This design comes from an exercise in tuning for small area, a short achievable clock period and few clock cycles on the open sky130 flow, not from production work. The RTL was checked by simulation tests, not by an equivalence proof against the original design. Power figures rest on the tool's default switching activity, not on a simulated workload.

File: design/flow/flow/run.sh
#!/bin/bash
# Standard ORFS flow with buf_2 port buffers and a clock tree of clkbuf_8
# cells. The make output goes to flow_make.log here; ORFS logs each tool
# under orfs/logs/.
set -euo pipefail
export BUFFER_PORTS_ARGS="-buffer_cell sky130_fd_sc_hd__buf_2"
export CTS_ARGS="-sink_clustering_enable -repair_clock_nets -buf_list sky130_fd_sc_hd__clkbuf_8"
bash standard.sh > flow_make.log 2>&1
File: design/flow/config.mk
export PLATFORM = sky130hd
export DESIGN_NAME = interpolation
export DESIGN_NICKNAME = interpolation
export VERILOG_FILES = /design/flow/design.v
export SDC_FILE = /design/flow/constraint.sdc
export NUM_CORES = 4
export LEC_CHECK = 0
export CAP_MARGIN = 20
export CORE_MARGIN = 2
export CORE_UTILIZATION = 40
export SLEW_MARGIN = 60
File: design/flow/design.v
module interpolation (
    input           clk,
    input           RST,
    input           START,
    input   [5:0]   H0,
    input   [5:0]   V0,
    input   [3:0]   SW,
    input   [3:0]   SH,
    output          REN,
    input   [7:0]   R_DATA,
    output  [11:0]  ADDR,
    output  [7:0]   O_DATA,
    output          O_VALID
);
assign REN = 1'b0;
reg [5:0] h0;
reg [3:0] sw, sh;            
reg [5:0] rrow;              
reg [3:0] ryf;               
reg [3:0] rc;                
reg       rsub;              
reg [11:0] addr;
reg        a_vld, a_bot;     
reg [3:0]  a_yr;
reg        r_top, r_last;    
reg [7:0] T, B;
reg [3:0] c_yr;
reg       cfull;
reg [7:0] N;
reg       nv;
reg [1:0] cnt;               
reg        active, loaded;
reg [4:0]  oj, oi;            
reg [3:0]  xq;                
reg [7:0]  vl, vu;
reg [7:0]  odata;
reg        ovalid;
assign ADDR = addr;
assign O_DATA = odata;
assign O_VALID = ovalid;
function [7:0] lerp;
    input [7:0] a, b;
    input [3:0] r;
    reg [11:0] x0, x1, x2, x3, x4, s1, c1, s2, c2, s;
    begin
        x0 = {4'd0, a};
        x1 = {4'd0, r[0] ? b : a};
        x2 = {3'd0, r[1] ? b : a, 1'b0};
        x3 = {2'd0, r[2] ? b : a, 2'b0};
        x4 = {1'd0, r[3] ? b : a, 3'b0};
        s1 = x0 ^ x1 ^ x2;
        c1 = ((x0 & x1) | (x0 & x2) | (x1 & x2)) << 1;
        s2 = s1 ^ c1 ^ x3;
        c2 = ((s1 & c1) | (s1 & x3) | (c1 & x3)) << 1;
        s = s2 + c2 + x4;
        lerp = s[11:4];
    end
endfunction
wire [7:0] vcol = lerp(T, B, c_yr);
wire       row_end = (oj == 5'b11000);
wire [4:0] xdif = {1'b0, xq} - {1'b0, sw};
wire       pop_next = row_end | xdif[4];
wire       avail = nv | cfull;
wire       produce = active & loaded;
wire       want = active & (~loaded | (pop_next & ~(row_end & (oi == 5'b11000))));
wire       take = want & avail;
wire [7:0] src = nv ? N : vcol;
wire       issue = rsub | (cnt != 2'd2) | take;
wire       col_done = rsub | (ryf == 4'd0);
wire [4:0] ysum = {1'b0, ryf} + {1'b0, sh};
always @(posedge clk) begin
    addr <= {rrow + {5'd0, rsub}, h0 + {2'd0, rc}};
    a_yr <= ryf;
    a_bot <= rsub;
    odata <= lerp(vu, vl, xq);
    if (r_top)
        T <= R_DATA;
    if (r_last)
        B <= R_DATA;
    if (a_vld & a_bot)
        c_yr <= a_yr;
    if (take) begin
        vl <= vu;
        vu <= src;
    end
    if (nv ? take : ~take)
        N <= vcol;
    if (START) begin
        h0 <= H0;
        sw <= SW - 4'd1;
        sh <= SH - 4'd1;
    end
end
always @(posedge clk) begin
    if (START) begin
        rrow <= V0;
        ryf <= 4'd0;
        rc <= 4'd0;
        rsub <= 1'b0;
        a_vld <= 1'b0;
        r_top <= 1'b0;
        r_last <= 1'b0;
        cfull <= 1'b0;
        nv <= 1'b0;
        cnt <= 2'd0;
        active <= 1'b1;
        loaded <= 1'b0;
        oj <= 5'd1;
        oi <= 5'd1;
        xq <= 4'd0;
        ovalid <= 1'b0;
    end else begin
        a_vld <= issue;
        r_top <= a_vld & ~a_bot;
        r_last <= a_vld & (a_bot | (a_yr == 4'd0));
        if (issue) begin
            if (col_done) begin
                rsub <= 1'b0;
                if (rc == sw) begin
                    rc <= 4'd0;
                    ryf <= ysum[3:0];
                    rrow <= rrow + {5'd0, ysum[4]};
                end else begin
                    rc <= rc + 4'd1;
                end
            end else begin
                rsub <= 1'b1;
            end
        end
        cnt <= cnt + {1'b0, issue & ~rsub} - {1'b0, take};
        if (take)
            nv <= nv & cfull;
        else if (cfull)
            nv <= 1'b1;
        cfull <= r_last | (cfull & nv & ~take);
        ovalid <= produce;
        if (produce) begin
            if (row_end) begin
                oj <= 5'd1;
                xq <= 4'd0;
                oi <= {oi[3:0], oi[4] ^ oi[2]};
                if (oi == 5'b11000)
                    active <= 1'b0;
            end else begin
                oj <= {oj[3:0], oj[4] ^ oj[2]};
                xq <= xdif[3:0];
            end
            loaded <= ~pop_next | take;
        end else if (take) begin
            loaded <= 1'b1;
        end
        if (RST)
            active <= 1'b0;
    end
end
endmodule
File: design/flow/constraint.sdc
create_clock -name core_clock -period 32.0 [get_ports {clk}]
set_input_delay 6.4000 -clock core_clock [delete_from_list [all_inputs] [get_ports {clk}]]
set_output_delay 6.4000 -clock core_clock [all_outputs]
set_load 0.01 [all_outputs]
File: design/flow/standard.sh
#!/bin/bash
# synth_recipe.tcl (not shown) runs the flow's synth.tcl, then flattens the netlist and writes it again
# the make line also repeats each setting of config.mk as NAME=value (left out here)
make -C /OpenROAD-flow-scripts/flow DESIGN_CONFIG=/design/flow/config.mk WORK_HOME=/design/flow/orfs CLKGATE_MAP_FILE= SYNTH_SCRIPT=/design/flow/synth_recipe.tcl "${@:-finish}"
==> results of run 1 <==
==> worst max-delay path by stage <==
stage                      from           endpoint  slack (ns)  cells past startpoint
3_3_place_gp              START  rrow[5]$_DFFE_PP_       24.11                      2
3_5_place_dp              START  rrow[0]$_DFFE_PP_       24.41                      2
4_1_cts        odata[7]$_DFF_P_          O_DATA[7]       24.69                      1
5_1_grt        odata[7]$_DFF_P_          O_DATA[7]       24.65                      1
6_report       odata[7]$_DFF_P_          O_DATA[7]       24.73                      1
2_1_floorplan             START  rrow[0]$_DFFE_PP_       24.75                      2
==> layer usage <==
layer  global-route usage  vias up  share of wire
li1                     -     2181              -
met1                0.183     2095           0.48
met2                0.230       62           0.48
met3               0.0350       11          0.028
met4               0.0567        0          0.014
met5                    0        -              0
==> registers in the layout, indices dropped and copies added (netlist names), 4 cells and up <==
signal  count
addr       12
B           8
N           8
T           8
odata       8
vl          8
vu          8
h0          6
rrow        6
oi          5
oj          5
a_yr        4
c_yr        4
rc          4
ryf         4
sh          4
sw          4
xq          4
==> final cells by class <==
type	count	area [um^2]	share of cell area
multi-input combinational	400	3550	0.454
sequential	122	3090	0.395
tap	225	282	0.0360
timing repair buffer	52	269	0.0344
inverter	69	259	0.0331
clock buffer	17	234	0.0299
clock inverter	15	134	0.0171
==> cells in the final DEF (no fill, tap or decap), drive strengths merged, types with 2 or more instances in the layout <==
| cell type | synthesis | routed |
|---|---|---|
| and3 | 2 | 2 |
| xnor2 | 28 | 28 |
| edfxtp | 64 | 64 |
| ha | 35 | 35 |
| mux2 | 18 | 18 |
| clkinv | 1 | 8 |
| o21ai | 36 | 36 |
| nor3 | 5 | 5 |
| a21oi | 28 | 28 |
| clkinvlp | 0 | 4 |
| nand2 | 50 | 50 |
| a31oi | 3 | 3 |
| nand3 | 11 | 11 |
| inv | 68 | 70 |
| buf | 6 | 52 |
| nor2b | 8 | 8 |
| clkbuf | 13 | 17 |
| fa | 47 | 47 |
| a211oi | 2 | 2 |
| a21o | 10 | 10 |
| nand4 | 3 | 3 |
| nor2 | 27 | 27 |
| and2 | 4 | 4 |
| xor2 | 13 | 13 |
| bufinv | 0 | 2 |
| dfxtp | 58 | 58 |
| nand2b | 6 | 6 |
| mux2i | 41 | 41 |
==> per-stage QoR <==
step / setup WS [ns] / total power (uW)
after floorplan: 24.75 / 565
after global placement: 24.11 / 637
after detailed placement: 24.41 / 651
after CTS: 24.69 / 787
after global routing: 24.65 / 855
final: 24.73 / 777
==> power groups by stage <==
stage | Clock (uW) | Combinational (uW) | Sequential [uW]
after floorplan | 0 | 324 | 242
after global placement | 0 | 394 | 243
after detailed placement | 0 | 407 | 244
after CTS | 135 | 412 | 241
after global routing | 142 | 468 | 246
final | 130 | 406 | 241
==> kinds of logic after synthesis <==
group                      Yosys count  share of synthesized area
and+or+nand+nor                    125                     0.0862
DFF                                122                      0.443
AOI/OAI and AO/OA                   92                     0.0833
buffers and inverters               88                     0.0489
adders and majority gates           82                      0.198
muxes                               59                     0.0881
xor gates and xnor gates            41                     0.0516
other                                1                   0.000539
==> flow_metrics.tcl, run 1 <==
set metrics [dict create \
    status "timing/DRC/antenna clean" \
    syn_area_per_cell_um2 11.4 \
    ys_seq_area_frac 0.443 \
    finalCritPeriodShare 0.227 \
    crit_chain "buf_2" \
    routed_wl_um 11900 \
    grt.overflow.total 0 \
    core_um2 17200 \
    grt_setup_unrepaired "false" \
    place_hpwl_um 8730 \
    drive_gt1_frac 0.166 \
    crit_path_end_kind "output pin" \
    grtUsageTotal 0.142 \
    critPathMaxFanout 1 \
    hp-start "rsub$_SDFFE_PP0P_" \
    relSlewSlack 0.653 \
    fin_cells 900 \
    cts-root-buf "clkbuf_8" \
    n_antenna_cell 0 \
    internal_power_uw 481 \
    hold_end "a_bot$_DFF_P_" \
    timing.rr.end "vu[7]$_DFFE_PP_" \
    drv_cap 0 \
    r2r_start "c_yr[0]$_DFFE_PP_" \
    yosys.area.top_type "edfxtp_1" \
    cts_tree "yes" \
    yosys_warnings 1 \
    synth_edf_count 64 \
    fillCellCount 1650 \
    tns_ns 0 \
    p_per_area_nw_per_um2 99.4 \
    yosysUniqueCellTypes 55 \
    die-width_um 136 \
    reg2reg_depth 15 \
    wl_per_cell_um 13.2 \
    seq_power_share 0.310 \
    syn-num-nets 723 \
    ios 53 \
    antenna_left 0 \
    final-setup-viol-count 0 \
    fin_hold_ws_ns 0.429 \
    fin_area_um2 7810 \
    ir_worst_vdd_v 0.0000891 \
    hold_path_depth 0 \
    finClkSkew_ns 0.0136 \
    io_buffers 51 \
    clockBufferDepth 2 \
    pwr-share-comb 0.522 \
    cp_data_arrival_time_ns 0.87 \
    p_clk_frac 0.167 \
    insertion_delay_ns 0.44 \
    vias_per_cell 4.83 \
    hold_viol_final 0 \
    drc 0 \
    dp_cells 868 \
    cts_hold_buf 0 \
    numCtsBuffers 17 \
    worst-setup-path-type "reg -> out" \
    path_delay_family "flip-flops" \
    critPathSlowestCell "dfxtp_1" \
    rows 48 \
    yosysMostFrequentCell "inv_1" \
    synth_top_area_share 0.276 \
    r2r_slack_ns 27.55 \
    critPathLaunchType "register" \
    min_period_ns 7.27 \
    cpPeakStageDelay_ns 0.31 \
    clock-sinks 122 \
    htreeDepth 4 \
    die_area_um2 18500 \
    hold_class "reg -> reg" \
    fmax_mhz 137 \
    synthTopCellsByArea "edfxtp_1 28%, dfxtp_1 17%, fa_1 14%" \
    grt_pass1_vias 4498 \
    crit_required_ns 25.60 \
    grt_pass1_wl_um 20700 \
    placed_cell_area_um2 7430 \
    post-route-util 0.455 \
    num-nets-final 775 \
    antenna_found_initial 0 \
    synthFlopType "edfxtp_1" \
    syn-cell-area_um2 6960 \
    place_congestion 0.805 \
    ys_ff_latch 122 \
    power_switching_share 0.381 \
    grt_max_degree 54 \
    path_buf_inv 1 \
    path_clk_slew_ns 0.07 \
    p_switching_uw 296 \
    synthCells 610 \
    async_flop_share 0 \
    die_y_um 136 \
    maxSlewViolCount 0 \
    leakage_uw 0.00323 \
    start_util 0.405 \
    ys_top_cells_by_count "68 x inv_1, 64 x edfxtp_1, 58 x dfxtp_1" \
    ctsResizeCount 0 \
    drtPass1Iterations 4 \
    drt_iter0_drc 187 \
    tightest_slew_ns 0.511 \
    area_delta_synth_final_pct 12.3 \
    cts_setup_buffers 0 \
    vias 4349 \
]
Testbench counts, summed over its fixed seeds: cycles 87,218.
==> inputs of run 2 (changes only) <==
==> design/flow/flow/run.sh (replaced) <==
#!/bin/bash
# Standard ORFS flow with buf_2 port buffers and a clock tree of clkbuf_8
# cells. The make output goes to flow_make.log here; ORFS logs each tool
# under orfs/logs/.
set -euo pipefail
export BUFFER_PORTS_ARGS="-buffer_cell sky130_fd_sc_hd__buf_2"
export CTS_ARGS="-sink_clustering_enable -repair_clock_nets -root_buf sky130_fd_sc_hd__clkbuf_16 -buf_list sky130_fd_sc_hd__clkbuf_8 -sink_clustering_size 20 -sink_clustering_max_diameter 100 -balance_levels"
bash standard.sh > flow_make.log 2>&1
==> run 2 against run 1 <==
  * Final cell count is the same
  * First-iteration DRC count shrank 1.6%
  * Critical path depth unchanged
  * Sequential power about the same
  * Still clean on timing, DRC and antenna
  * Sequential share of layout area fell by 0.057 points
  * Total power increased by 0.40%
  * Routed wire length about the same
  * Final area grew 0.14%
  * Via count rose by 0.46%
==> flow_metrics.tcl, run 2 <==
set metrics [dict create \
    power_switching_share 0.379 \
    critPathLaunchType "register" \
    vias 4369 \
    grt_pass1_wl_um 20700 \
    cpPeakStageDelay_ns 0.31 \
    antenna_found_initial 0 \
    ios 53 \
    cts_hold_buf 0 \
    core_um2 17200 \
    synth_edf_count 64 \
    place_congestion 0.805 \
    hp-start "rsub$_SDFFE_PP0P_" \
    critPathSlowestCell "dfxtp_1" \
    multi_input_area_um2 3550 \
    drt_iter0_drc 184 \
    worst-setup-path-type "reg -> out" \
    rows 48 \
    ir_worst_vdd_v 0.0000891 \
    seqCellArea_um2 3090 \
    cts_tree "yes" \
    start_util 0.405 \
    yosys.area.top_type "edfxtp_1" \
    top_register "addr" \
    synthCells 610 \
    antenna_left 0 \
    clock-sinks 122 \
    path_depth 1 \
    io_buffers 51 \
    htreeDepth 4 \
    relSlewSlack 0.652 \
    p_switching_uw 296 \
    cts_setup_buffers 0 \
    finClkSkew_ns 0.0108 \
    crit_chain "buf_2" \
    drtPass1Iterations 4 \
    yosysUniqueCellTypes 55 \
    crit_path_end_kind "output pin" \
    critPathLaunch "addr[8]$_DFF_P_" \
    finalCritPeriodShare 0.225 \
    synth_top_area_share 0.276 \
    r2r_start "c_yr[0]$_DFFE_PP_" \
    syn-num-nets 723 \
    min_period_ns 7.20 \
    area_delta_synth_final_pct 12.5 \
    cts-root-buf "clkbuf_16" \
    maxSlewViolCount 0 \
    grtUsageTotal 0.142 \
    synthTopCellsByArea "edfxtp_1 28%, dfxtp_1 17%, fa_1 14%" \
    drive_gt1_frac 0.166 \
    grt.overflow.total 0 \
    place_hpwl_um 8730 \
    drv_cap 0 \
    wl_met2_um 5650 \
    pwr-share-comb 0.520 \
    num-nets-final 775 \
    route.met3.wl_um 329 \
    vias_per_cell 4.85 \
    grt_setup_unrepaired "false" \
    status "timing/DRC/antenna clean" \
    tns_ns 0 \
    die_y_um 136 \
    hold_viol_final 0 \
    hold_class "reg -> reg" \
    ctsResizeCount 0 \
    n_antenna_cell 0 \
    p_per_area_nw_per_um2 99.7 \
    wl_met1_um 5770 \
    top_layer_used "met4" \
    yosysMostFrequentCell "inv_1" \
    fillCellCount 1646 \
    path_buf_inv 1 \
    die-width_um 136 \
    tightest_slew_ns 0.512 \
    dp_worst_setup_slack_ns 24.41 \
    grt_max_degree 54 \
    clockBufferDepth 2 \
    syn_area_per_cell_um2 11.4 \
    path_clk_slew_ns 0.07 \
    grt_pass1_vias 4488 \
    die_area_um2 18500 \
    total_power_uw 780 \
    ys_top_cells_by_count "68 x inv_1, 64 x edfxtp_1, 58 x dfxtp_1" \
    async_flop_share 0 \
    cp_data_arrival_time_ns 0.80 \
    wl_per_cell_um 13.2 \
    internal_power_uw 484 \
    drc 0 \
    syn-cell-area_um2 6960 \
    insertion_delay_ns 0.37 \
    p_clk_frac 0.171 \
    hold_path_depth 0 \
    reg2reg_depth 15 \
    synthFlopType "edfxtp_1" \
    largest_reg_flops 12 \
    leakage_uw 0.00323 \
    post-route-util 0.456 \
    routed_wl_um 11900 \
    critPathMaxFanout 1 \
    ys_ff_latch 122 \
    numCtsBuffers 17 \
    fin_area_um2 7830 \
    path_delay_family "flip-flops" \
    seq_power_share 0.309 \
    crit_required_ns 25.60 \
    layout_common_cells "69 x inv_1, 64 x edfxtp_1, 56 x dfxtp_1" \
    final-setup-viol-count 0 \
    worst_slack_ns 24.80 \
    final_common_cell "inv_1" \
    placed_cell_area_um2 7430 \
    fmax_mhz 139 \
    yosys_warnings 1 \
    ys_seq_area_frac 0.443 \
]
-- run 2: layout make-up --
class,count,area share
multi-input cells,400,0.454
flip-flops and latches,122,0.394
well taps,225,0.0360
repair buffers,52,0.0344
inverters,69,0.0331
clock buffers,17,0.0313
clock inverters,15,0.0171
-- run 2: logic make-up (layout without fill, tap and decap cells) --
logic type | count (synthesis) | after routing | share of synthesized area
xor+xnor | 41 | 41 | 0.0516
compound gates | 92 | 92 | 0.0833
buf+inv | 88 | 153 | 0.0489
fa+ha+maj | 82 | 82 | 0.198
simple gates | 125 | 125 | 0.0862
mux | 59 | 59 | 0.0881
flops | 122 | 122 | 0.443
other cells | 1 | 1 | 0.000539
-- run 2: per-stage QoR --
step / std cells / hold WS, ns
after floorplan: 610 / 0.368
after global placement: 868 / 0.399
after detailed placement: 868 / 0.393
after CTS: 900 / 0.407
after global routing: 900 / 0.439
final: 900 / 0.428
-- run 2: power groups by stage --
| stage | clock network, uW | logic (uW) | registers (uW) |
|---|---|---|---|
| finish | 133 | 406 | 241 |
| floorplan | 0 | 324 | 242 |
| global route | 146 | 468 | 246 |
| CTS | 138 | 412 | 241 |
| detailed placement | 0 | 407 | 244 |
| global placement | 0 | 394 | 243 |
-- run 2: metal layers --
layer,vias to the layer above,track usage
met5,-,0
met4,0,0.0498
met3,13,0.0395
met2,65,0.230
met1,2112,0.183
li1,2179,-
-- run 2: worst paths after layout --
path | endpoint | slack (ns)
setup / recovery | ADDR[8] | 24.80
hold / removal | a_bot$_DFF_P_ | 0.43
setup reg to reg | vu[7]$_DFFE_PP_ | 27.55
hold reg to reg | a_bot$_DFF_P_ | 0.43
==> inputs of run 3 (changes only) <==
==> design/flow/flow/run.sh (replaced) <==
#!/bin/bash
# Standard ORFS flow with buf_2 port buffers and a clock tree of clkbuf_8
# cells. The make output goes to flow_make.log here; ORFS logs each tool
# under orfs/logs/.
set -euo pipefail
export BUFFER_PORTS_ARGS="-buffer_cell sky130_fd_sc_hd__buf_2"
export CTS_ARGS="-sink_clustering_enable -repair_clock_nets -buf_list sky130_fd_sc_hd__clkbuf_16 -sink_clustering_size 30 -sink_clustering_max_diameter 150"
bash standard.sh > flow_make.log 2>&1
==> run 3 against run 2 <==
  * Critical path depth unchanged
  * Routed wire length down 0.10%
  * Clock skew down 0.0048 ns
  * Clock-buffer cell count unchanged
  * Core utilization up 1.0 points
  * Hold slack worse by 0.0059 ns
  * Via count down 0.94%
  * Final cell count unchanged
==> flow_metrics.tcl, run 3 <==
set metrics [dict create \
    status "timing/DRC/antenna clean" \
    antenna_found_initial 0 \
    layout_common_cells "69 x inv_1, 64 x edfxtp_1, 56 x dfxtp_1" \
    dp_worst_setup_slack_ns 24.41 \
    io_buffers 51 \
    grt.overflow.total 0 \
    crit_end "ADDR[0]" \
    cts_setup_buffers 0 \
    path_buf_inv 1 \
    grt_setup_unrepaired "false" \
    cts-root-buf "clkbuf_16" \
    syn-cell-area_um2 6960 \
    synth_top_area_share 0.276 \
    maxSlewViolCount 0 \
    tns_ns 0 \
    async_flop_share 0 \
    yosysUniqueCellTypes 55 \
    area_delta_synth_final_pct 15.1 \
    synthCells 610 \
    numCtsBuffers 17 \
    ys_top_cells_by_count "68 x inv_1, 64 x edfxtp_1, 58 x dfxtp_1" \
    crit_required_ns 25.60 \
    core_um2 17200 \
    synthTopCellsByArea "edfxtp_1 28%, dfxtp_1 17%, fa_1 14%" \
    routed_wl_um 11900 \
    syn-num-nets 723 \
    path_clk_slew_ns 0.06 \
    hold_class "reg -> reg" \
    cpPeakStageDelay_ns 0.31 \
    wl_per_cell_um 13.2 \
    die_y_um 136 \
    die-width_um 136 \
    min_period_ns 7.24 \
    ctsResizeCount 0 \
    fin_cells 900 \
    critPathMaxFanout 1 \
    seqCellArea_um2 3090 \
    antenna_left 0 \
    fmax_mhz 138 \
    crit_chain "buf_2" \
    yosys_warnings 1 \
    insertion_delay_ns 0.41 \
    drtPass1Iterations 4 \
    clock-sinks 122 \
    rows 48 \
    start_util 0.405 \
    num-nets-final 775 \
    grt_max_degree 54 \
    drive_gt1_frac 0.166 \
    finalCritPeriodShare 0.226 \
    final-setup-viol-count 0 \
    p_per_area_nw_per_um2 103 \
    timing.rr.end "vu[7]$_DFFE_PP_" \
    cp_data_arrival_time_ns 0.84 \
    grtUsageTotal 0.141 \
    ios 53 \
    ir_worst_vdd_v 0.0000908 \
    ys_seq_area_frac 0.443 \
    tightest_slew_ns 0.549 \
    critPathLaunch "addr[0]$_DFF_P_" \
    reg2reg_depth 15 \
    place_hpwl_um 8730 \
    critPathSlowestCell "dfxtp_1" \
    top_register "addr" \
    yosys.area.top_type "edfxtp_1" \
    htreeDepth 4 \
    path_delay_family "flip-flops" \
    ys_ff_latch 122 \
    grt_pass1_wl_um 20600 \
    final_common_cell "inv_1" \
    worst-setup-path-type "reg -> out" \
    grt_pass1_vias 4514 \
    r2r_slack_ns 27.56 \
    drc 0 \
    total_power_uw 827 \
    hold_viol_final 0 \
    r2r_start "c_yr[0]$_DFFE_PP_" \
    clockBufferDepth 2 \
    syn_area_per_cell_um2 11.4 \
    synthFlopType "edfxtp_1" \
    multi_input_area_um2 3550 \
    die_area_um2 18500 \
    drt_iter0_drc 192 \
    fillCellCount 1626 \
    path_depth 1 \
    cts_hold_buf 0 \
    leakage_uw 0.00331 \
    synth_edf_count 64 \
    finClkSkew_ns 0.00595 \
    vias_per_cell 4.81 \
    dp_cells 868 \
    cts_tree "yes" \
    drv_cap 0 \
    yosysMostFrequentCell "inv_1" \
    crit_path_end_kind "output pin" \
    n_antenna_cell 0 \
    worst_slack_ns 24.76 \
    relSlewSlack 0.634 \
    largest_reg_flops 12 \
    fin_hold_ws_ns 0.422 \
    place_congestion 0.805 \
    critPathLaunchType "register" \
    vias 4328 \
]
run 3: cell counts after synthesis:
Identical to the previous run, type by type.
run 3: kinds of logic after synthesis:
kind of cell / count (synthesis) / synth area share
other: 1 / 0.000539
buffers and inverters: 88 / 0.0489
multiplexers: 59 / 0.0881
flip-flops: 122 / 0.443
adder cells (fa/ha/maj): 82 / 0.198
AO/OA/AOI/OAI: 92 / 0.0833
XOR/XNOR: 41 / 0.0516
AND/OR/NAND/NOR: 125 / 0.0862
run 3: per-layer routing:
layer / vias up / global-route usage / part of all wire
li1: 2183 / - / -
met1: 2078 / 0.181 / 0.48
met2: 58 / 0.231 / 0.48
met3: 9 / 0.0339 / 0.030
met4: 0 / 0.0573 / 0.011
met5: - / 0 / 0
run 3: through the flow:
stage / util / cell area (um^2)
after floorplan: - / 6960
after global placement: 0.432 / 7420
after detailed placement: 0.432 / 7430
after CTS: 0.465 / 7990
after global routing: 0.466 / 8010
final: 0.466 / 8010
run 3: worst reg2reg max path, stage by stage (launching register included):
cell and delay [ns]:
edfxtp_1 0.61, mux2_2 0.40, fa_1 0.50, inv_1 0.05
fa_1 0.42, inv_1 0.08, fa_1 0.41, nand4b_1 0.14
nor2_1 0.08, fa_1 0.40, a21o_1 0.18, a21oi_1 0.21
nor2b_1 0.09, o31a_1 0.26, o21ai_0 0.23, a31oi_1 0.13
run 3: how the worst min path moves through the flow:
stage                                 end                 from  cells past startpoint  slack, ns
after floorplan             a_bot$_DFF_P_    rsub$_SDFFE_PP0P_                      0       0.37
after global placement    a_yr[0]$_DFF_P_  ryf[0]$_SDFFE_PP0P_                      0       0.40
after detailed placement  a_yr[0]$_DFF_P_  ryf[0]$_SDFFE_PP0P_                      0       0.39
after CTS                 a_yr[0]$_DFF_P_  ryf[0]$_SDFFE_PP0P_                      0       0.41
after global routing        a_bot$_DFF_P_    rsub$_SDFFE_PP0P_                      0       0.44
final                       a_bot$_DFF_P_    rsub$_SDFFE_PP0P_                      0       0.42
run 3: layout make-up:
| class | count | share of cell area |
|---|---|---|
| well taps | 225 | 0.0352 |
| repair buffers | 52 | 0.0336 |
| clock buffers | 17 | 0.0531 |
| multi-input cells | 400 | 0.444 |
| inverters | 69 | 0.0324 |
| flip-flops and latches | 122 | 0.385 |
| clock inverters | 15 | 0.0167 |
run 3: power breakdown:
group          internal [uW]  switching (uW)
Sequential               219            22.0
Combinational            194             211
Clock                    113            68.3
==> inputs of run 4 (changes only) <==
--- a/design/flow/design.v
+++ b/design/flow/design.v
@@ -31,19 +31,19 @@
 reg [1:0] cnt;               
 reg        active, loaded;
 reg [4:0]  oj, oi;            
-reg [3:0]  xq;                
+reg [3:0]  xp;                
 reg [7:0]  vl, vu;
 reg [7:0]  odata;
 reg        ovalid;
 assign ADDR = addr;
 assign O_DATA = odata;
 assign O_VALID = ovalid;
-function [7:0] lerp;
-    input [7:0] a, b;
+function [7:0] lerp3;
+    input [7:0] c, a, b;
     input [3:0] r;
     reg [11:0] x0, x1, x2, x3, x4, s1, c1, s2, c2, s;
     begin
-        x0 = {4'd0, a};
+        x0 = {4'd0, c};
         x1 = {4'd0, r[0] ? b : a};
         x2 = {3'd0, r[1] ? b : a, 1'b0};
         x3 = {2'd0, r[2] ? b : a, 2'b0};
@@ -53,13 +53,13 @@
         s2 = s1 ^ c1 ^ x3;
         c2 = ((s1 & c1) | (s1 & x3) | (c1 & x3)) << 1;
         s = s2 + c2 + x4;
-        lerp = s[11:4];
+        lerp3 = s[11:4];
     end
 endfunction
-wire [7:0] vcol = lerp(T, B, c_yr);
+wire [7:0] vcol = lerp3(T, T, B, c_yr);
 wire       row_end = (oj == 5'b11000);
-wire [4:0] xdif = {1'b0, xq} - {1'b0, sw};
-wire       pop_next = row_end | xdif[4];
+wire [4:0] xsum = {1'b0, xp} + {1'b0, sw};
+wire       pop_next = row_end | xsum[4];
 wire       avail = nv | cfull;
 wire       produce = active & loaded;
 wire       want = active & (~loaded | (pop_next & ~(row_end & (oi == 5'b11000))));
@@ -72,7 +72,7 @@
     addr <= {rrow + {5'd0, rsub}, h0 + {2'd0, rc}};
     a_yr <= ryf;
     a_bot <= rsub;
-    odata <= lerp(vu, vl, xq);
+    odata <= lerp3(vu, vl, vu, xp);    
     if (r_top)
         T <= R_DATA;
     if (r_last)
@@ -107,7 +107,7 @@
         loaded <= 1'b0;
         oj <= 5'd1;
         oi <= 5'd1;
-        xq <= 4'd0;
+        xp <= 4'd15;
         ovalid <= 1'b0;
     end else begin
         a_vld <= issue;
@@ -137,13 +137,13 @@
         if (produce) begin
             if (row_end) begin
                 oj <= 5'd1;
-                xq <= 4'd0;
+                xp <= 4'd15;
                 oi <= {oi[3:0], oi[4] ^ oi[2]};
                 if (oi == 5'b11000)
                     active <= 1'b0;
             end else begin
                 oj <= {oj[3:0], oj[4] ^ oj[2]};
-                xq <= xdif[3:0];
+                xp <= xsum[3:0];
             end
             loaded <= ~pop_next | take;
         end else if (take) begin
==> design/flow/flow/run.sh (replaced) <==
#!/bin/bash
# Standard ORFS flow with buf_2 port buffers and a clock tree of clkbuf_8
# cells. The make output goes to flow_make.log here; ORFS logs each tool
# under orfs/logs/.
set -euo pipefail
export BUFFER_PORTS_ARGS="-buffer_cell sky130_fd_sc_hd__buf_1"
export CTS_ARGS="-sink_clustering_enable -repair_clock_nets -root_buf sky130_fd_sc_hd__clkbuf_16 -buf_list sky130_fd_sc_hd__clkbuf_8 -sink_clustering_size 20 -sink_clustering_max_diameter 100 -balance_levels"
bash standard.sh > flow_make.log 2>&1
==> run 4 against run 3 <==
  * Critical path type unchanged
  * Setup slack worse by 0.00090 ns
  * Combinational power down 5%
  * Final area down 2.4%
  * Largest power group unchanged
==> flow_metrics.tcl, run 4 <==
set metrics [dict create \
    largest_reg_flops 12 \
    syn-num-nets 706 \
    ios 53 \
    routed_wl_um 11500 \
    cts_setup_buffers 0 \
    antenna_left 0 \
    vias 4313 \
    syn-cell-area_um2 6940 \
    crit_required_ns 25.60 \
    timing.rr.end "vu[5]$_DFFE_PP_" \
    drc 0 \
    n_antenna_cell 0 \
    post_synth_mux_area_share 0.102 \
    fin_area_um2 7810 \
    vias_per_cell 4.90 \
    die_area_um2 18400 \
    drv_cap 0 \
    path_buf_inv 1 \
    critPathSlowestCell "dfxtp_1" \
    antenna_found_initial 0 \
    relSlewSlack 0.640 \
    core_um2 17100 \
    drive_gt1_frac 0.105 \
    rows 48 \
    top_register "addr" \
    yosysMostFrequentCell "edfxtp_1" \
    ys_ff_latch 122 \
    synthTopCellsByArea "edfxtp_1 28%, dfxtp_1 17%, fa_1 14%" \
    path_delay_family "flip-flops" \
    hold_path_depth 0 \
    layout_common_cells "64 x edfxtp_1, 60 x inv_1, 55 x dfxtp_1" \
    synthFlopType "edfxtp_1" \
    clockBufferDepth 2 \
    synthCells 593 \
    placed_cell_area_um2 7330 \
    tns_ns 0 \
    grt_pass1_vias 4443 \
    cpPeakStageDelay_ns 0.32 \
    die_y_um 136 \
    cts-root-buf "clkbuf_16" \
    synth-simple-area-share 0.0832 \
    grt_pass1_wl_um 19600 \
    drtPass1Iterations 5 \
    wl_per_cell_um 13.0 \
    numCtsBuffers 17 \
    tightest_slew_ns 0.534 \
    path_clk_slew_ns 0.07 \
    critPathMaxFanout 1 \
    min_period_ns 7.24 \
    synth_adder_area_share 0.200 \
    hold_end "a_yr[2]$_DFF_P_" \
    synth_top_area_share 0.277 \
    io_buffers 51 \
    insertion_delay_ns 0.37 \
    ir_worst_vdd_v 0.0000511 \
    cts_tree "yes" \
    worst-setup-path-type "reg -> out" \
    final_common_cell "edfxtp_1" \
    grtUsageTotal 0.135 \
    place_congestion 0.757 \
    r2r_slack_ns 27.68 \
    die-width_um 136 \
    grt.overflow.total 0 \
    crit_path_end_kind "output pin" \
    place_hpwl_um 8540 \
    post-route-util 0.456 \
    leakage_uw 0.00328 \
    p_per_area_nw_per_um2 101 \
    cp_data_arrival_time_ns 0.84 \
    area_delta_synth_final_pct 12.6 \
    hp-start "ryf[2]$_SDFFE_PP0P_" \
    maxSlewViolCount 0 \
    final-setup-viol-count 0 \
    ys_top_cells_by_count "64 x edfxtp_1, 60 x inv_1, 58 x dfxtp_1" \
    drt_iter0_drc 136 \
    ctsResizeCount 0 \
    fmax_mhz 138 \
    hold_viol_final 0 \
    cts_hold_buf 0 \
    synth_xor_area_frac 0.0505 \
    ys_seq_area_frac 0.445 \
    synth_edf_count 64 \
    critPathLaunchType "register" \
    crit_chain "buf_1" \
    syn_area_per_cell_um2 11.7 \
    hold_class "reg -> reg" \
    num-nets-final 756 \
    yosys_warnings 1 \
    grt_max_degree 54 \
    yosysUniqueCellTypes 50 \
    grt_setup_unrepaired "false" \
    synth_compound_area_frac 0.0736 \
    htreeDepth 4 \
    async_flop_share 0 \
    status "timing/DRC/antenna clean" \
    synth_top_family_by_area "adder cells" \
    reg2reg_depth 14 \
    finClkSkew_ns 0.00748 \
    clock-sinks 122 \
    start_util 0.405 \
    finalCritPeriodShare 0.226 \
    fillCellCount 1605 \
    r2r_start "c_yr[0]$_DFFE_PP_" \
    yosys.area.top_type "edfxtp_1" \
]
run 4: cell types whose count changed in the layout (fill, tap and decap cells not counted), sizes merged, moves of 5 or more:
cell,before,now
o21ai,36,22
nand2,50,38
a21oi,28,20
inv,70,62
nor2,27,35
mux2i,41,46
or2,1,6
run 4: layout make-up:
type	count	area, um^2	area share
sequential	122	3090	0.395
clock inverter	15	223	0.0285
timing repair buffer	51	199	0.0255
tap	225	282	0.0360
inverter	61	229	0.0293
clock buffer	17	245	0.0314
multi-input combinational	390	3550	0.454
run 4: worst max path at each step:
stage	from	to	slack [ns]	depth (start not counted)
5_1_grt	odata[1]$_DFF_P_	O_DATA[1]	24.70	1
6_report	addr[4]$_DFF_P_	ADDR[4]	24.76	1
3_3_place_gp	START	rrow[0]$_DFFE_PP_	24.00	2
3_5_place_dp	START	rrow[0]$_DFFE_PP_	24.27	2
4_1_cts	START	rrow[2]$_DFFE_PP_	24.67	2
2_1_floorplan	START	rrow[0]$_DFFE_PP_	24.74	2
run 4: cells by family (layout without fill, tap and decap cells):
group	Yosys count	in the layout
DFF	122	122
buffers and inverters	81	144
muxes	68	68
adders and majority gates	83	83
xor gates and xnor gates	40	40
other	1	1
and+or+nand+nor	120	120
AOI/OAI and AO/OA	78	78
run 4: stage by stage:
step                std cells  power (uW)  setup slack [ns]  hold slack (ns)
floorplan                 593         557             24.74            0.366
global placement          849         628             24.00            0.386
detailed placement        849         638             24.27            0.388
CTS                       881         802             24.67            0.401
global route              881         865             24.70            0.417
finish                    881         787             24.76            0.393
run 4: layer usage:
metal  track usage  wire, um
met5             0         0
met4        0.0538       185
met2         0.238      5960
met3        0.0363       277
met1         0.155      5040
run 4: power by group:
part           internal (uW)  switching, uW
registers                218           22.5
logic                    186            199
clock network           96.2           64.3
Testbench counts of run 4, summed over its fixed seeds: cycles 87,218.
==> inputs of run 5 (changes only) <==
==> design/flow/flow/run.sh (replaced) <==
#!/bin/bash
# Standard ORFS flow with buf_2 port buffers and a clock tree of clkbuf_8
# cells. The make output goes to flow_make.log here; ORFS logs each tool
# under orfs/logs/.
set -euo pipefail
export BUFFER_PORTS_ARGS="-buffer_cell sky130_fd_sc_hd__buf_2"
export CTS_ARGS="-sink_clustering_enable -repair_clock_nets -root_buf sky130_fd_sc_hd__clkbuf_16 -buf_list sky130_fd_sc_hd__clkbuf_8 -sink_clustering_size 20 -sink_clustering_max_diameter 100 -balance_levels"
bash standard.sh > flow_make.log 2>&1
==> run 5 against run 4 <==
  * Still clean
  * Fmax up 0.53%
  * Final cell count unchanged
  * Sequential share of layout area down 0.076 points
  * Setup slack better by 0.038 ns
  * Die area unchanged
  * Critical path depth unchanged
  * Largest power group unchanged
==> flow_metrics.tcl, run 5 <==
set metrics [dict create \
    leakage_uw 0.00341 \
    ir_worst_vdd_v 0.0000543 \
    place_hpwl_um 8550 \
    grt_pass1_vias 4484 \
    yosysUniqueCellTypes 50 \
    drive_gt1_frac 0.178 \
    syn-cell-area_um2 6940 \
    htreeDepth 4 \
    cts-root-buf "clkbuf_16" \
    total_power_uw 774 \
    synth_top_area_share 0.277 \
    multi_input_area_um2 3540 \
    critPathSlowestCell "dfxtp_1" \
    antenna_found_initial 0 \
    io_buffers 51 \
    vias_per_cell 4.92 \
    status "timing/DRC/antenna clean" \
    n_antenna_cell 0 \
    fillCellCount 1583 \
    fmax_mhz 139 \
    final-setup-viol-count 0 \
    area_delta_synth_final_pct 12.8 \
    dp_cells 849 \
    post-route-util 0.457 \
    worst_slack_ns 24.79 \
    wl_per_cell_um 13.2 \
    finClkSkew_ns 0.0108 \
    syn-num-nets 706 \
    crit_path_end_kind "output pin" \
    yosys_warnings 1 \
    layout_common_cells "64 x edfxtp_1, 60 x inv_1, 55 x dfxtp_1" \
    core_um2 17100 \
    grtUsageTotal 0.137 \
    async_flop_share 0 \
    final_common_cell "edfxtp_1" \
    worst-setup-path-type "reg -> out" \
    p_per_area_nw_per_um2 98.9 \
    largest_reg_flops 12 \
    finalCritPeriodShare 0.225 \
    tns_ns 0 \
    ctsResizeCount 0 \
    drv_cap 0 \
    ys_seq_area_frac 0.445 \
    ys_top_cells_by_count "64 x edfxtp_1, 60 x inv_1, 58 x dfxtp_1" \
    drc 0 \
    grt_pass1_wl_um 19800 \
    drtPass1Iterations 4 \
    path_buf_inv 1 \
    grt_max_degree 54 \
    synthCells 593 \
    cpPeakStageDelay_ns 0.32 \
    cts_tree "yes" \
    antenna_left 0 \
    crit_required_ns 25.60 \
    path_delay_family "flip-flops" \
    numCtsBuffers 17 \
    drt_iter0_drc 209 \
    synth_edf_count 64 \
    top_register "addr" \
    die-width_um 136 \
    synthFlopType "edfxtp_1" \
    hold_class "reg -> reg" \
    yosysMostFrequentCell "edfxtp_1" \
    clock-sinks 122 \
    relSlewSlack 0.652 \
    rows 48 \
    critPathLaunchType "register" \
    clockBufferDepth 2 \
    maxSlewViolCount 0 \
    cts_hold_buf 0 \
    syn_area_per_cell_um2 11.7 \
    ios 53 \
    grt.overflow.total 0 \
    yosys.area.top_type "edfxtp_1" \
    insertion_delay_ns 0.37 \
    fin_cells 881 \
    seqCellArea_um2 3090 \
    vias 4338 \
    dp_worst_setup_slack_ns 24.30 \
    critPathMaxFanout 1 \
    die_y_um 136 \
    hold_viol_final 0 \
    grt_setup_unrepaired "false" \
    die_area_um2 18400 \
    cp_data_arrival_time_ns 0.81 \
    routed_wl_um 11600 \
    crit_chain "buf_2" \
    min_period_ns 7.21 \
    start_util 0.405 \
    num-nets-final 756 \
    place_congestion 0.769 \
    path_clk_slew_ns 0.07 \
    tightest_slew_ns 0.522 \
    ys_ff_latch 122 \
    cts_setup_buffers 0 \
    synthTopCellsByArea "edfxtp_1 28%, dfxtp_1 17%, fa_1 14%" \
]
## run 5: cell types whose count changed in the layout (fill, tap and decap cells not counted), sizes merged
cell	before	now
clkbuf	17	19
inv	62	60
bufinv	5	3
clkinv	6	8
## run 5: final timing paths
path / start / end / slack (ns) / depth (start not counted)
max: addr[11]$_DFF_P_ / ADDR[11] / 24.79 / 1
min: ryf[0]$_SDFFE_PP0P_ / a_yr[0]$_DFF_P_ / 0.39 / 0
min reg2reg: ryf[0]$_SDFFE_PP0P_ / a_yr[0]$_DFF_P_ / 0.39 / 0
max reg2reg: c_yr[1]$_DFFE_PP_ / vu[5]$_DFFE_PP_ / 27.65 / 14
## run 5: logic make-up (layout without fill, tap and decap cells)
logic type                 after synthesis  after routing  share of synthesized area
other                                    1              1                   0.000541
muxes                                   68             68                      0.102
adders and majority gates               83             83                      0.200
xor gates and xnor gates                40             40                     0.0505
AOI/OAI and AO/OA                       78             78                     0.0736
buffers and inverters                   81            144                     0.0453
and+or+nand+nor                        120            120                     0.0832
DFF                                    122            122                      0.445
## run 5: routing by layer
metal  track usage  wire length (um)  vias to the layer above
met5             0                 0                        -
met2         0.240              6050                       70
li1              -                 -                     2122
met4        0.0602               187                        0
met1         0.157              5010                     2129
met3        0.0348               373                       17
## run 5: power by group
part	internal, uW	total [uW]	switching, uW
clock network	83.5	146	62.2
registers	218	240	22.5
logic	189	388	199
## run 5: area by class of cell
| class | count | area share |
|---|---|---|
| inverters | 61 | 0.0293 |
| clock buffers | 19 | 0.0349 |
| multi-input cells | 390 | 0.453 |
| flip-flops and latches | 122 | 0.394 |
| repair buffers | 51 | 0.0334 |
| well taps | 225 | 0.0360 |
| clock inverters | 13 | 0.0192 |
## run 5: per-stage QoR
stage | instance area (um^2) | hold WS (ns)
floorplan | 6940 | 0.366
global placement | 7390 | 0.387
detailed placement | 7400 | 0.389
CTS | 7820 | 0.398
global route | 7830 | 0.420
finish | 7830 | 0.393
==> inputs of run 6 (changes only) <==
==> design/flow/flow/run.sh (replaced) <==
#!/bin/bash
# Standard ORFS flow with buf_2 port buffers and a clock tree of clkbuf_8
# cells. The make output goes to flow_make.log here; ORFS logs each tool
# under orfs/logs/.
set -euo pipefail
export BUFFER_PORTS_ARGS="-buffer_cell sky130_fd_sc_hd__buf_2"
export CTS_ARGS="-sink_clustering_enable -repair_clock_nets -root_buf sky130_fd_sc_hd__clkbuf_16 -buf_list sky130_fd_sc_hd__clkbuf_8 -sink_clustering_size 20 -sink_clustering_max_diameter 100 -balance_levels -dont_use_dummy_load"
bash standard.sh > flow_make.log 2>&1
==> run 6 against run 5 <==
  * Fmax increased by 0.11%
  * Sequential share of layout area increased by 0.92 points
  * Synthesized cell count unchanged
  * Non-clock buffer count unchanged
==> flow_metrics.tcl, run 6 <==
set metrics [dict create \
    maxSlewViolCount 0 \
    yosysMostFrequentCell "edfxtp_1" \
    cts_hold_buf 0 \
    synthTopCellsByArea "edfxtp_1 28%, dfxtp_1 17%, fa_1 14%" \
    seq_power_share 0.330 \
    drtPass1Iterations 6 \
    fin_area_um2 7650 \
    total_power_uw 730 \
    final-setup-viol-count 0 \
    drt_iter0_drc 167 \
    syn_area_per_cell_um2 11.7 \
    final_common_cell "edfxtp_1" \
    routed_wl_um 11500 \
    antenna_found_initial 0 \
    vias 4321 \
    insertion_delay_ns 0.36 \
    crit_required_ns 25.60 \
    vias_per_cell 4.99 \
    n_antenna_cell 0 \
    cts-root-buf "clkbuf_16" \
    tns_ns 0 \
    clock-sinks 122 \
    htreeDepth 4 \
    placed_cell_area_um2 7400 \
    synth_top_area_share 0.277 \
    place_congestion 0.769 \
    worst-setup-path-type "reg -> out" \
    start_util 0.405 \
    p_per_area_nw_per_um2 95.4 \
    yosys_warnings 1 \
    grt_pass1_vias 4453 \
    die_area_um2 18400 \
    io_buffers 51 \
    power_switching_share 0.374 \
    grtUsageTotal 0.135 \
    p_switching_uw 273 \
    crit_path_end_kind "output pin" \
    wl_per_cell_um 13.3 \
    drv_cap 0 \
    ctsResizeCount 0 \
    top_register "addr" \
    antenna_left 0 \
    ys_seq_area_frac 0.445 \
    die_y_um 136 \
    crit_chain "buf_2" \
    rows 48 \
    path_buf_inv 1 \
    die-width_um 136 \
    cpPeakStageDelay_ns 0.31 \
    largest_reg_flops 12 \
    synthCells 593 \
    critPathSlowestCell "dfxtp_1" \
    grt_max_degree 54 \
    pwr-share-comb 0.532 \
    status "timing/DRC/antenna clean" \
    area_delta_synth_final_pct 10.3 \
    drive_gt1_frac 0.161 \
    hold_class "reg -> reg" \
    finalCritPeriodShare 0.225 \
    cp_data_arrival_time_ns 0.80 \
    yosysUniqueCellTypes 50 \
    async_flop_share 0 \
    ys_top_cells_by_count "64 x edfxtp_1, 60 x inv_1, 58 x dfxtp_1" \
    finClkSkew_ns 0.0134 \
    critPathMaxFanout 1 \
    internal_power_uw 457 \
    ys_ff_latch 122 \
    leakage_uw 0.00332 \
    ios 53 \
    relSlewSlack 0.653 \
    critPathLaunchType "register" \
    path_clk_slew_ns 0.07 \
    synth_edf_count 64 \
    yosys.area.top_type "edfxtp_1" \
    syn-cell-area_um2 6940 \
    hold_viol_final 0 \
    cts_tree "yes" \
    clockBufferDepth 2 \
    cts_setup_buffers 0 \
    fmax_mhz 139 \
    path_delay_family "flip-flops" \
    numCtsBuffers 17 \
    grt_pass1_wl_um 19700 \
    core_um2 17100 \
    ir_worst_vdd_v 0.0000543 \
    tightest_slew_ns 0.520 \
    grt.overflow.total 0 \
    grt_setup_unrepaired "false" \
    num-nets-final 756 \
    p_clk_frac 0.138 \
    worst_slack_ns 24.80 \
    layout_common_cells "64 x edfxtp_1, 60 x inv_1, 55 x dfxtp_1" \
    synthFlopType "edfxtp_1" \
    syn-num-nets 706 \
    dp_worst_setup_slack_ns 24.30 \
    fillCellCount 1590 \
    min_period_ns 7.20 \
    drc 0 \
    place_hpwl_um 8550 \
]
run 6: area by class of cell:
class | count | area, um^2 | area share
Timing Repair Buffer | 51 | 262 | 0.0342
Inverter | 61 | 229 | 0.0299
Multi-Input combinational cell | 390 | 3540 | 0.463
Clock buffer | 17 | 245 | 0.0321
Tap cell | 225 | 282 | 0.0368
Sequential cell | 122 | 3090 | 0.404
run 6: metal layers:
metal / wire [um] / vias up / track usage
li1: - / 2109 / -
met1: 5010 / 2129 / 0.157
met4: 154 / 0 / 0.0584
met2: 5980 / 72 / 0.238
met3: 366 / 11 / 0.0337
met5: 0 / - / 0
run 6: final timing paths:
kind / startpoint / to / slack, ns / depth (start not counted)
worst max-delay path: addr[4]$_DFF_P_ / ADDR[4] / 24.80 / 1
worst min-delay path: ryf[0]$_SDFFE_PP0P_ / a_yr[0]$_DFF_P_ / 0.39 / 0
worst max register to register: c_yr[0]$_DFFE_PP_ / vu[5]$_DFFE_PP_ / 27.65 / 14
worst min register to register: ryf[0]$_SDFFE_PP0P_ / a_yr[0]$_DFF_P_ / 0.39 / 0
run 6: power by group through the flow:
stage	clock network [uW]	registers [uW]	logic, uW
after global routing	111	245	451
after CTS	105	241	399
final	101	241	388
after floorplan	0	241	316
after detailed placement	0	244	396
after global placement	0	243	387
run 6: per-stage QoR:
| stage | util | std cells | hold slack (ns) |
|---|---|---|---|
| after floorplan | - | 593 | 0.366 |
| after global placement | 0.432 | 849 | 0.387 |
| after detailed placement | 0.432 | 849 | 0.389 |
| after CTS | 0.446 | 866 | 0.391 |
| after global routing | 0.447 | 866 | 0.410 |
| final | 0.447 | 866 | 0.392 |
run 6: logic make-up after synthesis:
logic type | Yosys count | share of synthesized area
DFF | 122 | 0.445
and+or+nand+nor | 120 | 0.0832
adders and majority gates | 83 | 0.200
buffers and inverters | 81 | 0.0453
AOI/OAI and AO/OA | 78 | 0.0736
muxes | 68 | 0.102
xor gates and xnor gates | 40 | 0.0505
other | 1 | 0.000541
==> inputs of run 7 (changes only) <==
==> design/flow/flow/run.sh (replaced) <==
#!/bin/bash
# Standard ORFS flow with buf_2 port buffers and a clock tree of clkbuf_8
# cells. The make output goes to flow_make.log here; ORFS logs each tool
# under orfs/logs/.
set -euo pipefail
export BUFFER_PORTS_ARGS="-buffer_cell sky130_fd_sc_hd__buf_2"
export CTS_ARGS="-sink_clustering_enable -repair_clock_nets -root_buf sky130_fd_sc_hd__clkbuf_16 -buf_list sky130_fd_sc_hd__clkbuf_8 -dont_use_dummy_load"
bash standard.sh > flow_make.log 2>&1
==> run 7 against run 6 <==
  * Clock-buffer cell count unchanged
  * Largest power group unchanged
  * Sequential power is essentially flat
  * Fmax is the same
  * Register-to-register slack barely moved
  * Clock power barely moved
  * Still clean on timing, DRC and antenna
  * Final cell count is the same
==> flow_metrics.tcl, run 7 <==
set metrics [dict create \
    status "timing/DRC/antenna clean" \
    final_common_cell "edfxtp_1" \
    drive_gt1_frac 0.161 \
    grt_setup_unrepaired "false" \
    htreeDepth 4 \
    cts_setup_buffers 0 \
    dp_cells 849 \
    critPathSlowestCell "dfxtp_1" \
    grt_pass1_vias 4453 \
    cpPeakStageDelay_ns 0.31 \
    drt_iter0_drc 167 \
    grt.overflow.total 0 \
    clockBufferDepth 2 \
    cp_data_arrival_time_ns 0.80 \
    path_clk_slew_ns 0.07 \
    tns_ns 0 \
    place_congestion 0.769 \
    yosysUniqueCellTypes 50 \
    yosys_warnings 1 \
    min_period_ns 7.20 \
    use_met3 0.0337 \
    maxSlewViolCount 0 \
    grt.busiest_layer "met2" \
    top_register "addr" \
    syn-cell-area_um2 6940 \
    antenna_left 0 \
    vias_per_cell 4.99 \
    grtUsageTotal 0.135 \
    drtPass1Iterations 6 \
    total_power_uw 730 \
    synthFlopType "edfxtp_1" \
    die_area_um2 18400 \
    crit_chain "buf_2" \
    ir_worst_vdd_v 0.0000543 \
    start_util 0.405 \
    n_antenna_cell 0 \
    hold_class "reg -> reg" \
    insertion_delay_ns 0.36 \
    tightest_slew_ns 0.520 \
    post-route-util 0.447 \
    use_met1 0.157 \
    crit_required_ns 25.60 \
    wl_per_cell_um 13.3 \
    syn-num-nets 706 \
    yosys.area.top_type "edfxtp_1" \
    multi_input_area_um2 3540 \
    cts_tree "yes" \
    grt_pass1_wl_um 19700 \
    synth_top_area_share 0.277 \
    cts_hold_buf 0 \
    place_hpwl_um 8550 \
    synthTopCellsByArea "edfxtp_1 28%, dfxtp_1 17%, fa_1 14%" \
    worst-setup-path-type "reg -> out" \
    path_buf_inv 1 \
    crit_path_end_kind "output pin" \
    rows 48 \
    final-setup-viol-count 0 \
    die_y_um 136 \
    die-width_um 136 \
    num-nets-final 756 \
    fmax_mhz 139 \
    path_delay_family "flip-flops" \
    critPathMaxFanout 1 \
    ctsResizeCount 0 \
    core_um2 17100 \
    cts-root-buf "clkbuf_16" \
    syn_area_per_cell_um2 11.7 \
    relSlewSlack 0.653 \
    ios 53 \
    grt_util_met2 0.238 \
    fin_cells 866 \
    critPathLaunchType "register" \
    ys_ff_latch 122 \
    seqCellArea_um2 3090 \
    p_per_area_nw_per_um2 95.4 \
    leakage_uw 0.00332 \
    layout_common_cells "64 x edfxtp_1, 60 x inv_1, 55 x dfxtp_1" \
    yosysMostFrequentCell "edfxtp_1" \
    drc 0 \
    grt_max_degree 54 \
    largest_reg_flops 12 \
    vias 4321 \
    routed_wl_um 11500 \
    synth_edf_count 64 \
    antenna_found_initial 0 \
    finClkSkew_ns 0.0134 \
    synthCells 593 \
    numCtsBuffers 17 \
    async_flop_share 0 \
    finalCritPeriodShare 0.225 \
    clock-sinks 122 \
    area_delta_synth_final_pct 10.3 \
    hold_viol_final 0 \
    ys_top_cells_by_count "64 x edfxtp_1, 60 x inv_1, 58 x dfxtp_1" \
    io_buffers 51 \
    ys_seq_area_frac 0.445 \
    fillCellCount 1590 \
    drv_cap 0 \
]
run 7: cell counts after synthesis:
No cell type changed its count.
run 7: routing by layer:
| layer | up-vias | routed length, um |
|---|---|---|
| li1 | 2109 | - |
| met4 | 0 | 154 |
| met5 | - | 0 |
| met1 | 2129 | 5010 |
| met3 | 11 | 366 |
| met2 | 72 | 5980 |
run 7: metrics by stage:
stage | instance area [um^2] | worst slack [ns] | hold slack, ns
3_3_place_gp | 7390 | 24.07 | 0.387
3_5_place_dp | 7400 | 24.30 | 0.389
2_1_floorplan | 6940 | 24.74 | 0.366
5_1_grt | 7650 | 24.73 | 0.410
4_1_cts | 7640 | 24.68 | 0.391
6_report | 7650 | 24.80 | 0.392
run 7: cells by family after synthesis:
logic type,share of synthesized area
compound gates,0.0736
fa+ha+maj,0.200
flops,0.445
xor+xnor,0.0505
simple gates,0.0832
other cells,0.000541
mux,0.102
buf+inv,0.0453
run 7: final cells by class:
cell class,count,area share
clock buffers,17,0.0321
inverters,61,0.0299
multi-input cells,390,0.463
flip-flops and latches,122,0.404
well taps,225,0.0368
repair buffers,51,0.0342
run 7: path summary, 6_finish.rpt:
| check | from | endpoint | slack, ns | depth (start not counted) |
|---|---|---|---|---|
| max | addr[4]$_DFF_P_ | ADDR[4] | 24.80 | 1 |
| min | ryf[0]$_SDFFE_PP0P_ | a_yr[0]$_DFF_P_ | 0.39 | 0 |
| max reg2reg | c_yr[0]$_DFFE_PP_ | vu[5]$_DFFE_PP_ | 27.65 | 14 |
| min reg2reg | ryf[0]$_SDFFE_PP0P_ | a_yr[0]$_DFF_P_ | 0.39 | 0 |
run 7: power breakdown:
part / switching (uW) / internal (uW)
clock network: 51.0 / 49.9
logic: 199 / 189
registers: 22.5 / 218
total: 273 / 457
==> inputs of run 8 (changes only) <==
==> design/flow/flow/run.sh (replaced) <==
#!/bin/bash
# Standard ORFS flow with buf_2 port buffers and a clock tree of clkbuf_8
# cells. The make output goes to flow_make.log here; ORFS logs each tool
# under orfs/logs/.
set -euo pipefail
export BUFFER_PORTS_ARGS="-buffer_cell sky130_fd_sc_hd__buf_2"
export CTS_ARGS="-sink_clustering_enable -repair_clock_nets -root_buf sky130_fd_sc_hd__clkbuf_8 -buf_list sky130_fd_sc_hd__clkbuf_8 -dont_use_dummy_load"
bash standard.sh > flow_make.log 2>&1
==> run 8 against run 7 <==
  * First-iteration DRC count shrank 0.60%
  * Clock-buffer cell count unchanged
  * Sequential cell count stayed put
  * Still clean on timing, DRC and antenna
  * Critical endpoint unchanged
  * Hold slack hardly changed
  * Sequential share of layout area grew 0.060 points
  * Final area decreased by 0.15%
  * Setup slack got worse by 0.072 ns
  * Fmax shrank 0.99%
  * Routed wire length hardly changed
==> flow_metrics.tcl, run 8 <==
set metrics [dict create \
    finalCritPeriodShare 0.227 \
    synthCells 593 \
    synth_top_family_by_area "adder cells" \
    grt_pass1_wl_um 19700 \
    maxSlewViolCount 0 \
    rows 48 \
    hold_path_depth 0 \
    antenna_left 0 \
    final_common_cell "edfxtp_1" \
    critPathMaxFanout 1 \
    leakage_uw 0.00332 \
    critPathLaunchType "register" \
    die-width_um 136 \
    drtPass1Iterations 4 \
    synth_adder_area_share 0.200 \
    final-setup-viol-count 0 \
    path_delay_family "flip-flops" \
    synth_xor_area_frac 0.0505 \
    ys_seq_area_frac 0.445 \
    die_area_um2 18400 \
    largest_reg_flops 12 \
    synth_compound_area_frac 0.0736 \
    crit_chain "buf_2" \
    numCtsBuffers 17 \
    htreeDepth 4 \
    area_delta_synth_final_pct 10.1 \
    clock-sinks 122 \
    grt.overflow.total 0 \
    yosys.area.top_type "edfxtp_1" \
    ir_worst_vdd_v 0.0000543 \
    timing.rr.end "vu[5]$_DFFE_PP_" \
    insertion_delay_ns 0.43 \
    r2r_slack_ns 27.65 \
    ios 53 \
    cp_data_arrival_time_ns 0.87 \
    reg2reg_depth 14 \
    cts_hold_buf 0 \
    fmax_mhz 138 \
    hp-start "ryf[0]$_SDFFE_PP0P_" \
    ctsResizeCount 0 \
    total_power_uw 726 \
    grt_pass1_vias 4453 \
    vias 4309 \
    yosysMostFrequentCell "edfxtp_1" \
    min_period_ns 7.27 \
    p_per_area_nw_per_um2 95.1 \
    wl_per_cell_um 13.3 \
    start_util 0.405 \
    vias_per_cell 4.98 \
    die_y_um 136 \
    post_synth_mux_area_share 0.102 \
    drv_cap 0 \
    antenna_found_initial 0 \
    core_um2 17100 \
    grt_max_degree 54 \
    relSlewSlack 0.642 \
    routed_wl_um 11500 \
    path_clk_slew_ns 0.07 \
    syn-cell-area_um2 6940 \
    syn-num-nets 706 \
    place_hpwl_um 8550 \
    synth-simple-area-share 0.0832 \
    grt_setup_unrepaired "false" \
    cts_setup_buffers 0 \
    critPathLaunch "addr[4]$_DFF_P_" \
    synth_top_area_share 0.277 \
    cts-root-buf "clkbuf_8" \
    async_flop_share 0 \
    finClkSkew_ns 0.0128 \
    yosysUniqueCellTypes 50 \
    synthTopCellsByArea "edfxtp_1 28%, dfxtp_1 17%, fa_1 14%" \
    ys_top_cells_by_count "64 x edfxtp_1, 60 x inv_1, 58 x dfxtp_1" \
    grtUsageTotal 0.135 \
    drive_gt1_frac 0.161 \
    crit_path_end_kind "output pin" \
    synth_edf_count 64 \
    num-nets-final 756 \
    clockBufferDepth 2 \
    crit_required_ns 25.60 \
    drc 0 \
    status "timing/DRC/antenna clean" \
    place_congestion 0.769 \
    worst-setup-path-type "reg -> out" \
    tns_ns 0 \
    hold_end "a_yr[0]$_DFF_P_" \
    synthFlopType "edfxtp_1" \
    top_register "addr" \
    cts_tree "yes" \
    hold_viol_final 0 \
    io_buffers 51 \
    critPathSlowestCell "dfxtp_1" \
    tightest_slew_ns 0.537 \
    syn_area_per_cell_um2 11.7 \
    r2r_start "c_yr[0]$_DFFE_PP_" \
    fillCellCount 1590 \
    n_antenna_cell 0 \
    ys_ff_latch 122 \
    layout_common_cells "64 x edfxtp_1, 60 x inv_1, 55 x dfxtp_1" \
    path_buf_inv 1 \
    hold_class "reg -> reg" \
    yosys_warnings 1 \
    drt_iter0_drc 166 \
    cpPeakStageDelay_ns 0.31 \
]
[run 8: changes by cell type in the layout (fill, tap and decap cells not counted)]
cell / delta
clkbuf_8: +1
clkbuf_16: -1
[run 8: cells by family after synthesis]
family / after synthesis
DFF: 122
and+or+nand+nor: 120
adders and majority gates: 83
buffers and inverters: 81
AOI/OAI and AO/OA: 78
muxes: 68
xor gates and xnor gates: 40
other: 1
[run 8: power breakdown]
group          internal (uW)  total, uW  switching, uW
Combinational            189        388            199
Clock                   46.6       97.6           51.0
Sequential               218        241           22.6
Total                    454        726            273
[run 8: layout make-up]
type	instances	area, um^2	share of cell area
multi-input combinational	390	3540	0.464
sequential	122	3090	0.404
tap	225	282	0.0369
timing repair buffer	51	262	0.0342
clock buffer	17	234	0.0306
inverter	61	229	0.0300
[run 8: per-stage QoR]
| step | hold slack [ns] | util | instances | worst slack, ns | cell area [um^2] |
|---|---|---|---|---|---|
| after floorplan | 0.366 | - | 593 | 24.74 | 6940 |
| after global placement | 0.387 | 0.432 | 849 | 24.07 | 7390 |
| after detailed placement | 0.389 | 0.432 | 849 | 24.30 | 7400 |
| after CTS | 0.392 | 0.446 | 866 | 24.69 | 7630 |
| after global routing | 0.410 | 0.446 | 866 | 24.65 | 7640 |
| final | 0.392 | 0.446 | 866 | 24.73 | 7640 |
[run 8: worst max path at each step]
stage	cells past startpoint	endpoint	slack, ns
4_1_cts	1	ADDR[4]	24.69
2_1_floorplan	2	rrow[0]$_DFFE_PP_	24.74
3_3_place_gp	2	rrow[0]$_DFFE_PP_	24.07
6_report	1	ADDR[4]	24.73
3_5_place_dp	2	rrow[0]$_DFFE_PP_	24.30
5_1_grt	1	ADDR[3]	24.65
[run 8: per-layer routing]
layer,up-vias,wire (um),global-route usage,part of all wire
met3,13,325,0.0337,0.028
met4,0,160,0.0584,0.014
met5,-,0,0,0
li1,2108,-,-,-
met2,65,5980,0.238,0.52
met1,2123,5050,0.157,0.44
==> inputs of run 9 (changes only) <==
==> design/flow/flow/run.sh (replaced) <==
#!/bin/bash
# Standard ORFS flow with buf_2 port buffers and a clock tree of clkbuf_8
# cells. The make output goes to flow_make.log here; ORFS logs each tool
# under orfs/logs/.
set -euo pipefail
export BUFFER_PORTS_ARGS="-buffer_cell sky130_fd_sc_hd__buf_2"
export CTS_ARGS="-sink_clustering_enable -repair_clock_nets -root_buf sky130_fd_sc_hd__clkbuf_16 -buf_list {sky130_fd_sc_hd__clkbuf_4 sky130_fd_sc_hd__clkbuf_8} -dont_use_dummy_load"
bash standard.sh > flow_make.log 2>&1
==> run 9 against run 8 <==
  * Still clean
  * Die area did not move
  * Hold slack barely moved
  * Clock skew rose by 0.00061 ns
  * Combinational power barely moved
  * Clock power barely moved
  * Setup slack improved by 0.072 ns
  * Sequential power barely moved
  * Sequential share of layout area fell by 0.060 points
  * Critical endpoint unchanged
  * Highest routed layer unchanged
==> flow_metrics.tcl, run 9 <==
set metrics [dict create \
    synthCells 593 \
    layout_common_cells "64 x edfxtp_1, 60 x inv_1, 55 x dfxtp_1" \
    yosys_warnings 1 \
    place_congestion 0.769 \
    critPathSlowestCell "dfxtp_1" \
    cts_hold_buf 0 \
    cts_tree "yes" \
    hold_viol_final 0 \
    cts-root-buf "clkbuf_16" \
    critPathMaxFanout 1 \
    final_common_cell "edfxtp_1" \
    die-width_um 136 \
    area_delta_synth_final_pct 10.3 \
    post-route-util 0.447 \
    num-nets-final 756 \
    ys_seq_area_frac 0.445 \
    grt_pass1_wl_um 19700 \
    syn-num-nets 706 \
    clockBufferDepth 2 \
    fmax_mhz 139 \
    path_clk_slew_ns 0.07 \
    antenna_left 0 \
    ios 53 \
    final-setup-viol-count 0 \
    cts_setup_buffers 0 \
    grtUsageTotal 0.135 \
    grt.overflow.total 0 \
    start_util 0.405 \
    fillCellCount 1590 \
    crit_chain "buf_2" \
    synth_edf_count 64 \
    synth_top_area_share 0.277 \
    synthFlopType "edfxtp_1" \
    n_antenna_cell 0 \
    tightest_slew_ns 0.520 \
    fin_cells 866 \
    crit_required_ns 25.60 \
    seqCellArea_um2 3090 \
    yosys.area.top_type "edfxtp_1" \
    maxSlewViolCount 0 \
    ys_ff_latch 122 \
    worst_slack_ns 24.80 \
    hp-start "ryf[0]$_SDFFE_PP0P_" \
    p_per_area_nw_per_um2 95.4 \
    r2r_start "c_yr[0]$_DFFE_PP_" \
    ys_top_cells_by_count "64 x edfxtp_1, 60 x inv_1, 58 x dfxtp_1" \
    async_flop_share 0 \
    grt_pass1_vias 4453 \
    ir_worst_vdd_v 0.0000543 \
    syn_area_per_cell_um2 11.7 \
    hold_class "reg -> reg" \
    syn-cell-area_um2 6940 \
    fin_area_um2 7650 \
    htreeDepth 4 \
    drtPass1Iterations 6 \
    ctsResizeCount 0 \
    drv_cap 0 \
    critPathLaunchType "register" \
    vias_per_cell 4.99 \
    cp_data_arrival_time_ns 0.80 \
    antenna_found_initial 0 \
    finClkSkew_ns 0.0134 \
    top_register "addr" \
    grt_setup_unrepaired "false" \
    yosysMostFrequentCell "edfxtp_1" \
    worst-setup-path-type "reg -> out" \
    drt_iter0_drc 167 \
    insertion_delay_ns 0.36 \
    status "timing/DRC/antenna clean" \
    io_buffers 51 \
    numCtsBuffers 17 \
    tns_ns 0 \
    rows 48 \
    wl_per_cell_um 13.3 \
    yosysUniqueCellTypes 50 \
    cpPeakStageDelay_ns 0.31 \
    min_period_ns 7.20 \
    place_hpwl_um 8550 \
    drc 0 \
    core_um2 17100 \
    path_buf_inv 1 \
    critPathLaunch "addr[4]$_DFF_P_" \
    synthTopCellsByArea "edfxtp_1 28%, dfxtp_1 17%, fa_1 14%" \
    relSlewSlack 0.653 \
    leakage_uw 0.00332 \
    die_y_um 136 \
    die_area_um2 18400 \
    dp_cells 849 \
    placed_cell_area_um2 7400 \
    crit_path_end_kind "output pin" \
    clock-sinks 122 \
    routed_wl_um 11500 \
    path_delay_family "flip-flops" \
    grt_max_degree 54 \
    finalCritPeriodShare 0.225 \
    vias 4321 \
    multi_input_area_um2 3540 \
    largest_reg_flops 12 \
    dp_worst_setup_slack_ns 24.30 \
    drive_gt1_frac 0.161 \
]
[run 9: cell counts after synthesis]
No cell type changed its count.
[run 9: kinds of logic after synthesis]
| kind of cell | after synthesis | share of synthesized area |
|---|---|---|
| compound gates | 78 | 0.0736 |
| xor+xnor | 40 | 0.0505 |
| fa+ha+maj | 83 | 0.200 |
| buf+inv | 81 | 0.0453 |
| flops | 122 | 0.445 |
| mux | 68 | 0.102 |
| other cells | 1 | 0.000541 |
| simple gates | 120 | 0.0832 |
[run 9: per-layer routing]
layer / track usage / vias to the layer above / share of wire
met5: 0 / - / 0
met4: 0.0584 / 0 / 0.013
met3: 0.0337 / 11 / 0.032
met2: 0.238 / 72 / 0.52
met1: 0.157 / 2129 / 0.44
li1: - / 2109 / -
[run 9: stage by stage]
step	hold WS (ns)	power [uW]
final	0.392	730
after global placement	0.387	630
after CTS	0.391	745
after global routing	0.410	808
after detailed placement	0.389	640
after floorplan	0.366	557
[run 9: final cells by class]
class | instances | area share
tap | 225 | 0.0368
clock buffer | 17 | 0.0321
timing repair buffer | 51 | 0.0342
multi-input combinational | 390 | 0.463
inverter | 61 | 0.0299
sequential | 122 | 0.404
[run 9: path summary, 6_finish.rpt]
check	end	slack, ns	depth (start not counted)
setup / recovery	ADDR[4]	24.80	1
hold / removal	a_yr[0]$_DFF_P_	0.39	0
setup reg to reg	vu[5]$_DFFE_PP_	27.65	14
hold reg to reg	a_yr[0]$_DFF_P_	0.39	0
[run 9: power by group]
| part | switching (uW) | internal [uW] |
|---|---|---|
| registers | 22.5 | 218 |
| clock network | 51.0 | 49.9 |
| logic | 199 | 189 |
| total | 273 | 457 |

Setup slack of run 9, layout unchanged: 24.802 ns with ideal ports, 24.763 ns with driving cells assumed (clock clkbuf_16, inputs buf_2), 24.469 ns with port delays also shifted by the 0.393 ns mid clock arrival.
